Source: an optimization exercise on an open RTL-to-GDS flow (aim: small area). Production flows keep margins and buffers that such runs may drop. RTL that was checked went through simulation tests only; none was proved equivalent to the original. The flow treats the clock pin as an ideal source. Dropping or thinning the clock tree relies on that and would not hold on a real chip. Power is estimated from default activity; no workload was simulated.

// digital_clock
module digital_clock(
    input clk,
    input reset,
    input direction,
    input shift_enable,
    input min_test_enable,
    input hr_test_enable,
    output [7:0] dig,
    output [7:0] ssd
    );
    reg [3:0] div_s;
    wire tick_s = div_s[3] & ~div_s[1] & ~div_s[0];
    reg [2:0] div_r;
    wire tick_r = div_r[2];
    reg [4:0] div_sec;
    reg clk_sec;
    wire sec_bit = min_test_enable ? div_sec[2] : hr_test_enable ? div_sec[0] : div_sec[4];
    wire sec_wrap = min_test_enable ? (div_sec[4] | div_sec[3] | (div_sec[2] & div_sec[1])) :
                    hr_test_enable ? (|div_sec) : (div_sec[4] & div_sec[3]);
    wire tick_sec = sec_bit & ~clk_sec;
    always @(posedge clk) begin
        if (reset) begin
            div_s <= 4'd0;
            div_r <= 3'd0;
            div_sec <= 5'd0;
            clk_sec <= 1'b0;
        end
        else begin
            div_s <= (div_s[3] & div_s[1]) ? 4'd0 : div_s + 4'd1;
            div_r <= div_r[2] ? 3'd0 : div_r + 3'd1;
            div_sec <= sec_wrap ? 5'd0 : div_sec + 5'd1;
            clk_sec <= sec_bit;
        end
    end
    reg [3:0] s0, m0, h0, d0, mo;
    reg [2:0] s1, m1;
    reg [1:0] h1, d1;
  ...
clock: 10.0 ns
lec_check: 0
cap_margin: 20
core_margin: 2
core_utilization: 40
slew_margin: 20
run.sh (not shown) runs the stock make flow with config.mk's settings and CLKGATE_MAP_FILE= SYNTH_SCRIPT=/design/flow/synth_recipe.tcl, a recipe that flattens the netlist after the stock synthesis.
The first run completed without violations.
Edit:
==> flow/flow/run.sh (new file) <==
#!/bin/bash
# Own layout flow: the standard ORFS flow, with
#  - synthesis mapped by an area-oriented ABC script (flow/synth.tcl, flow/area.abc); the
#    registers come from the same dfflibmap step as the standard synthesis,
#  - the smallest buffer for the port buffers,
#  - clock tree synthesis without dummy loads.
set -euo pipefail
W=$(pwd)
export MY_ABC_SCRIPT=$W/flow/area.abc
bash standard.sh \
  SYNTH_SCRIPT=$W/flow/synth.tcl \
  BUFFER_PORTS_ARGS="-buffer_cell sky130_fd_sc_hd__buf_1" \
  CTS_ARGS="-sink_clustering_enable -repair_clock_nets -dont_use_dummy_load -buf_list {sky130_fd_sc_hd__clkbuf_4 sky130_fd_sc_hd__clkbuf_8}" \
  finish > $W/flow_make.log 2>&1
==> flow/flow/area.abc (new file) <==
strash
&get -n
&deepsyn -I 5 -T 20
&put
dch -f
amap
topo
==> flow/flow/synth.tcl (new file) <==
proc synth {args} { yosys synth -nofsm -noshare {*}$args }
proc extract_fa {args} { }
proc abc {args} {
  set out {}
  set skip 0
  foreach a $args {
    if {$skip} { set skip 0; continue }
    if {$a eq "-script" || $a eq "-D" || $a eq "-constr"} { set skip 1; continue }
    lappend out $a
  }
  yosys abc -script $::env(MY_ABC_SCRIPT) {*}$out
}
source $::env(SCRIPTS_DIR)/synth.tcl
# left out here: clear keep_hierarchy, flatten, clean up, hide names made inside functions, write 1_2_yosys.v
==> flow/standard.sh (new file) <==
#!/bin/bash
# synth_recipe.tcl (not shown) runs the flow's synth.tcl, then flattens the netlist and writes it again
# the make line also repeats each setting of config.mk as NAME=value (left out here)
make -C /OpenROAD-flow-scripts/flow DESIGN_CONFIG=/design/flow/config.mk WORK_HOME=/design/flow/orfs CLKGATE_MAP_FILE= SYNTH_SCRIPT=/design/flow/synth_recipe.tcl "${@:-finish}"
removed: flow/run.sh
=> The changed run passed the timing, DRC and antenna checks. First-iteration DRC count goes down by about a fifth. Cell count goes down by about a fifth. Clock-buffer cell count does not change. Sequential share of layout area grows by 11 points. Area after synthesis goes down by a quarter to a third. Synthesized cell count goes down by about a fifth. Wire length decreases by a quarter to a third.


The RTL this note starts from:
==> flow/design.v <==
`timescale 1ns / 1ps
module digital_clock(
    input clk,
    input reset,
    input direction,
    input shift_enable,
    input min_test_enable,
    input hr_test_enable,
    output [7:0] dig,
    output [7:0] ssd
    );
    reg [3:0] div_s;
    wire tick_s = div_s[3] & div_s[1];
    wire div_s_in = div_s[3] ? div_s[2] : ~div_s[2] & ~(div_s[1] & div_s[0]);
    reg [2:0] div_r;
    wire tick_r = div_r[2];
    always @(posedge clk) begin
        if (reset) begin
            div_s <= 4'd0;
            div_r <= 3'd0;
        end else begin
            div_s <= {div_s[2:0], div_s_in};
            div_r <= {div_r[1] & ~div_r[0], div_r[0], ~div_r[2] & ~div_r[1]};
        end
    end
    reg [4:0] div_sec;
    reg clk_sec;
    wire sec_bit = min_test_enable ? div_sec[2] : hr_test_enable ? div_sec[0] : div_sec[4];
    wire sec_wrap = min_test_enable ? (div_sec[4] | div_sec[3] | (div_sec[2] & div_sec[1])) :
                    hr_test_enable ? (|div_sec) : (div_sec[4] & div_sec[3]);
    wire tick_sec = sec_bit & ~clk_sec;
    always @(posedge clk) begin
        if (reset) begin
            div_sec <= 5'd0;
            clk_sec <= 1'b0;
        end else begin
            div_sec <= sec_wrap ? 5'd0 : div_sec + 5'd1;
            clk_sec <= sec_bit;
        end
    end
    reg [3:0] s0, m0, h0, d0, mo;
    reg [2:0] s1, m1;
    reg [1:0] h1, d1;
    wire s0_9 = s0[3] & s0[0];
    wire s1_5 = s1[2] & s1[0];
    wire m0_9 = m0[3] & m0[0];
    wire m1_5 = m1[2] & m1[0];
    wire h0_9 = h0[3] & h0[0];
    wire h_23 = h1[1] & h0[1] & h0[0];
    wire d0_9 = d0[3] & d0[0];
    wire d_30 = d1[1] & d1[0];
    wire c_s0 = tick_sec & s0_9;
    wire c_s1 = c_s0 & s1_5;
    wire c_m0 = c_s1 & m0_9;
    wire c_m1 = c_m0 & m1_5;
    wire c_h  = c_m1 & (h_23 | h0_9);
    always @(posedge clk) begin
        if (reset) begin
            s0 <= 4'd0; s1 <= 3'd0;
            m0 <= 4'd0; m1 <= 3'd0;
            h0 <= 4'd0; h1 <= 2'd0;
            d0 <= 4'd5; d1 <= 2'd2;
            mo <= 4'd4;
        end
        else begin
            if (tick_sec) s0 <= s0_9 ? 4'd0 : s0 + 4'd1;
            if (c_s0) s1 <= s1_5 ? 3'd0 : s1 + 3'd1;
            if (c_s1) m0 <= m0_9 ? 4'd0 : m0 + 4'd1;
            if (c_m0) m1 <= m1_5 ? 3'd0 : m1 + 3'd1;
            if (c_m1) h0 <= (h0_9 | h_23) ? 4'd0 : h0 + 4'd1;
            if (c_h)  h1 <= h_23 ? 2'd0 : h1 + 2'd1;
            if (c_m1 & h_23) begin
                if (d_30) begin
                    d1 <= 2'd0;
                    d0 <= 4'd0;
                    mo <= mo + 4'd1;
                end
                else if (d0_9) begin
                    d1 <= d1 + 2'd1;
                    d0 <= 4'd0;
                end
                else begin
                    d0 <= d0 + 4'd1;
                end
            end
        end
    end
    reg [4:0] off;
    reg [2:0] pos;
    always @(posedge clk) begin
        if (reset) begin
            off <= 5'd1;
            pos <= 3'd0;
        end
        else begin
            if (tick_s & shift_enable) begin
                if (direction)
                    off <= (off[4] & off[1] & off[0]) ? 5'd0 : off + 5'd1;
                else
                    off <= (off == 5'd0) ? 5'd19 : off - 5'd1;
            end
            if (tick_r) pos <= pos + 3'd1;
        end
    end
    wire [4:0] t = off + {2'b00, pos};
    reg [3:0] c;
    always @(*) begin
        case (t)
            5'd0: c = 4'd11;
            5'd1: c = 4'd2;
            5'd2: c = 4'd0;
            5'd3: c = 4'd2;
            5'd4: c = 4'd4;
            5'd5: c = 4'd10;
            5'd6: c = 4'd0;
            5'd7: c = mo;
            5'd8: c = 4'd10;
            5'd9: c = {2'b00, d1};
            5'd10: c = d0;
            5'd11: c = 4'd10;
            5'd12: c = {2'b00, h1};
            5'd13: c = h0;
            5'd14: c = 4'd10;
            5'd15: c = {1'b0, m1};
            5'd16: c = m0;
            5'd17: c = 4'd10;
            5'd18: c = {1'b0, s1};
            5'd19: c = s0;
            5'd20: c = 4'd11;
            5'd21: c = 4'd2;
            5'd22: c = 4'd0;
            5'd23: c = 4'd2;
            5'd24: c = 4'd4;
            5'd25: c = 4'd10;
            5'd26: c = 4'd0;
            default: c = 4'bxxxx;
        endcase
    end
    reg [6:0] seg;
    always @(*) begin
        case (c)
            4'd0: seg = 7'b0000001;
            4'd1: seg = 7'b1001111;
            4'd2: seg = 7'b0010010;
            4'd3: seg = 7'b0000110;
            4'd4: seg = 7'b1001100;
            4'd5: seg = 7'b0100100;
            4'd6: seg = 7'b0100000;
            4'd7: seg = 7'b0001111;
            4'd8: seg = 7'b0000000;
            4'd9: seg = 7'b0000100;
            4'd10: seg = 7'b1111110;
            default: seg = 7'b1111111;
        endcase
    end
    assign ssd = {seg, 1'b1};
    assign dig = ~(8'b1000_0000 >> pos);
endmodule
==> flow/config.mk <==
export PLATFORM = sky130hd
export DESIGN_NAME = digital_clock
export DESIGN_NICKNAME = digital_clock
export VERILOG_FILES = /design/flow/design.v
export SDC_FILE = /design/flow/constraint.sdc
export NUM_CORES = 4
export LEC_CHECK = 0
export CAP_MARGIN = 20
export CORE_MARGIN = 2
export CORE_UTILIZATION = 40
export SLEW_MARGIN = 20
==> flow/constraint.sdc <==
create_clock -name core_clock -period 10.0 [get_ports {clk}]
set_input_delay 2.0000 -clock core_clock [delete_from_list [all_inputs] [get_ports {clk}]]
set_output_delay 2.0000 -clock core_clock [all_outputs]
set_load 0.01 [all_outputs]
standard.sh (not shown) runs the stock make flow with config.mk's settings and CLKGATE_MAP_FILE= SYNTH_SCRIPT=/design/flow/synth_recipe.tcl, a recipe that flattens the netlist after the stock synthesis.
==> flow/flow/run.sh <==
#!/bin/bash
# Own layout flow: the standard ORFS flow (standard.sh), with
#  - synthesis mapped by an area-oriented ABC script (flow/synth.tcl, flow/area.abc); the
#    registers come from the same dfflibmap step as the standard synthesis,
#  - the smallest buffer for the port buffers,
#  - one clock buffer driving all register clock pins in place of a clock tree (flow/cts_hook.tcl).
# The make output goes to flow_make.log; ORFS keeps each step's log under orfs/logs/.
set -euo pipefail
W=$(pwd)
export MY_ABC_SCRIPT=$W/flow/area.abc
export MY_CLK_BUF=sky130_fd_sc_hd__buf_8
export MY_CLK_GROUPS=3
export MY_CLK_PORT=clk
bash standard.sh \
  SYNTH_SCRIPT=$W/flow/synth.tcl \
  BUFFER_PORTS_ARGS="-buffer_cell sky130_fd_sc_hd__buf_1" \
  PRE_CTS_TCL=$W/flow/cts_hook.tcl \
  finish > $W/flow_make.log 2>&1
==> flow/flow/cts_hook.tcl <==
# Sourced by ORFS's cts.tcl before clock_tree_synthesis (PRE_CTS_TCL). The design has few
# registers, so in place of a buffer tree the register clock pins are split by position into
# MY_CLK_GROUPS groups (k-means on their locations), and each group gets one clock buffer of type
# MY_CLK_BUF at its centre. The clock port drives only those buffers, so every register gets its
# clock through exactly one buffer.
proc clock_tree_synthesis {args} {
  set db [ord::get_db]
  set block [ord::get_db_block]
  set master [$db findMaster $::env(MY_CLK_BUF)]
  set clknet [$block findNet $::env(MY_CLK_PORT)]
  set k $::env(MY_CLK_GROUPS)
  set pins {}
  foreach it [$clknet getITerms] {
    set loc [[$it getInst] getLocation]
    lappend pins [list $it [lindex $loc 0] [lindex $loc 1]]
  }
  set n [llength $pins]
  # k-means, started from pins spread through the list sorted by x
  set sorted [lsort -integer -index 1 $pins]
  set cent {}
  for {set g 0} {$g < $k} {incr g} {
    set p [lindex $sorted [expr {int(($g + 0.5) * $n / $k)}]]
    lappend cent [list [lindex $p 1] [lindex $p 2]]
  }
  for {set iter 0} {$iter < 50} {incr iter} {
    set assign {}
    foreach p $pins {
      set best 0
      set bd -1
      for {set g 0} {$g < $k} {incr g} {
        set dx [expr {[lindex $p 1] - [lindex $cent $g 0]}]
        set dy [expr {[lindex $p 2] - [lindex $cent $g 1]}]
        set d [expr {abs($dx) + abs($dy)}]
        if {$bd < 0 || $d < $bd} { set bd $d; set best $g }
      }
      lappend assign $best
    }
    set newc {}
    for {set g 0} {$g < $k} {incr g} {
      set sx 0; set sy 0; set c 0
      foreach p $pins a $assign {
        if {$a == $g} { incr sx [lindex $p 1]; incr sy [lindex $p 2]; incr c }
      }
      if {$c > 0} {
        lappend newc [list [expr {$sx / $c}] [expr {$sy / $c}]]
      } else {
        lappend newc [lindex $cent $g]
      }
    }
    if {$newc eq $cent} break
    set cent $newc
  }
  for {set g 0} {$g < $k} {incr g} {
    set inst [odb::dbInst_create $block $master clkbuf_$g]
    set net [odb::dbNet_create $block clknet_$g]
    $net setSigType CLOCK
    set c 0
    foreach p $pins a $assign {
      if {$a == $g} {
        set it [lindex $p 0]
        $it disconnect
        $it connect $net
        incr c
      }
    }
    [$inst findITerm A] connect $clknet
    [$inst findITerm X] connect $net
    $inst setLocation [lindex $cent $g 0] [lindex $cent $g 1]
    $inst setPlacementStatus PLACED
    puts "clock_tree_synthesis (own flow): group $g, $c clock pins on $::env(MY_CLK_BUF)"
  }
  set_propagated_clock [all_clocks]
}
Other scripts of this flow, unchanged in this note and not shown: flow/flow/area.abc, flow/flow/synth.tcl
==> next run, changes <==
--- a/flow/flow/run.sh
+++ b/flow/flow/run.sh
@@ -10,4 +10,4 @@
 export MY_ABC_SCRIPT=$W/flow/area.abc
-export MY_CLK_BUF=sky130_fd_sc_hd__buf_8
-export MY_CLK_GROUPS=3
+export MY_CLK_BUF=sky130_fd_sc_hd__buf_12
+export MY_CLK_GROUPS=2
 export MY_CLK_PORT=clk
Sequential cell count is unchanged.
Final cell count barely changes.
Total power stays flat.
Combinational power is about the same.
Design area stays flat.
No run of this note included a check of the RTL's function; only the layout flow was run. No run of this note takes its clock network from TritonCTS; it comes from the design's own scripts or RTL.

==> separate check: timing with driven ports <==
How much do the figures lean on ideal ports? The routed layouts below were timed once more, with nothing changed but the port constraints.
Step 1, drivers: a clkbuf_16 drives clk and a buf_2 each remaining input, both assumed.
Step 2 times the ports against the registers' clock, not the clock port: input delays grow and output delays shrink by t, the midpoint of the rising clock arrivals with the driver on.
a / b / c = ideal ports / drivers / drivers and shift; a / b = the first two.
| run | t (ns) | setup slack, ns | worst setup path at the end |
|---|---|---|---|
| the first run of note 1 | 0.341 | 3.829 / 3.799 / 4.140 | register to output |
| the second run of note 1 | 0.321 | 2.947 / 2.919 / 3.240 | register to output |
| the first run of note 2 | 0.185 | 3.164 / 3.104 / 3.289 | register to output |
| the second run of note 2 | 0.182 | 3.173 / 3.124 / 3.306 | register to output |
After both steps setup and hold are still met in every run listed.
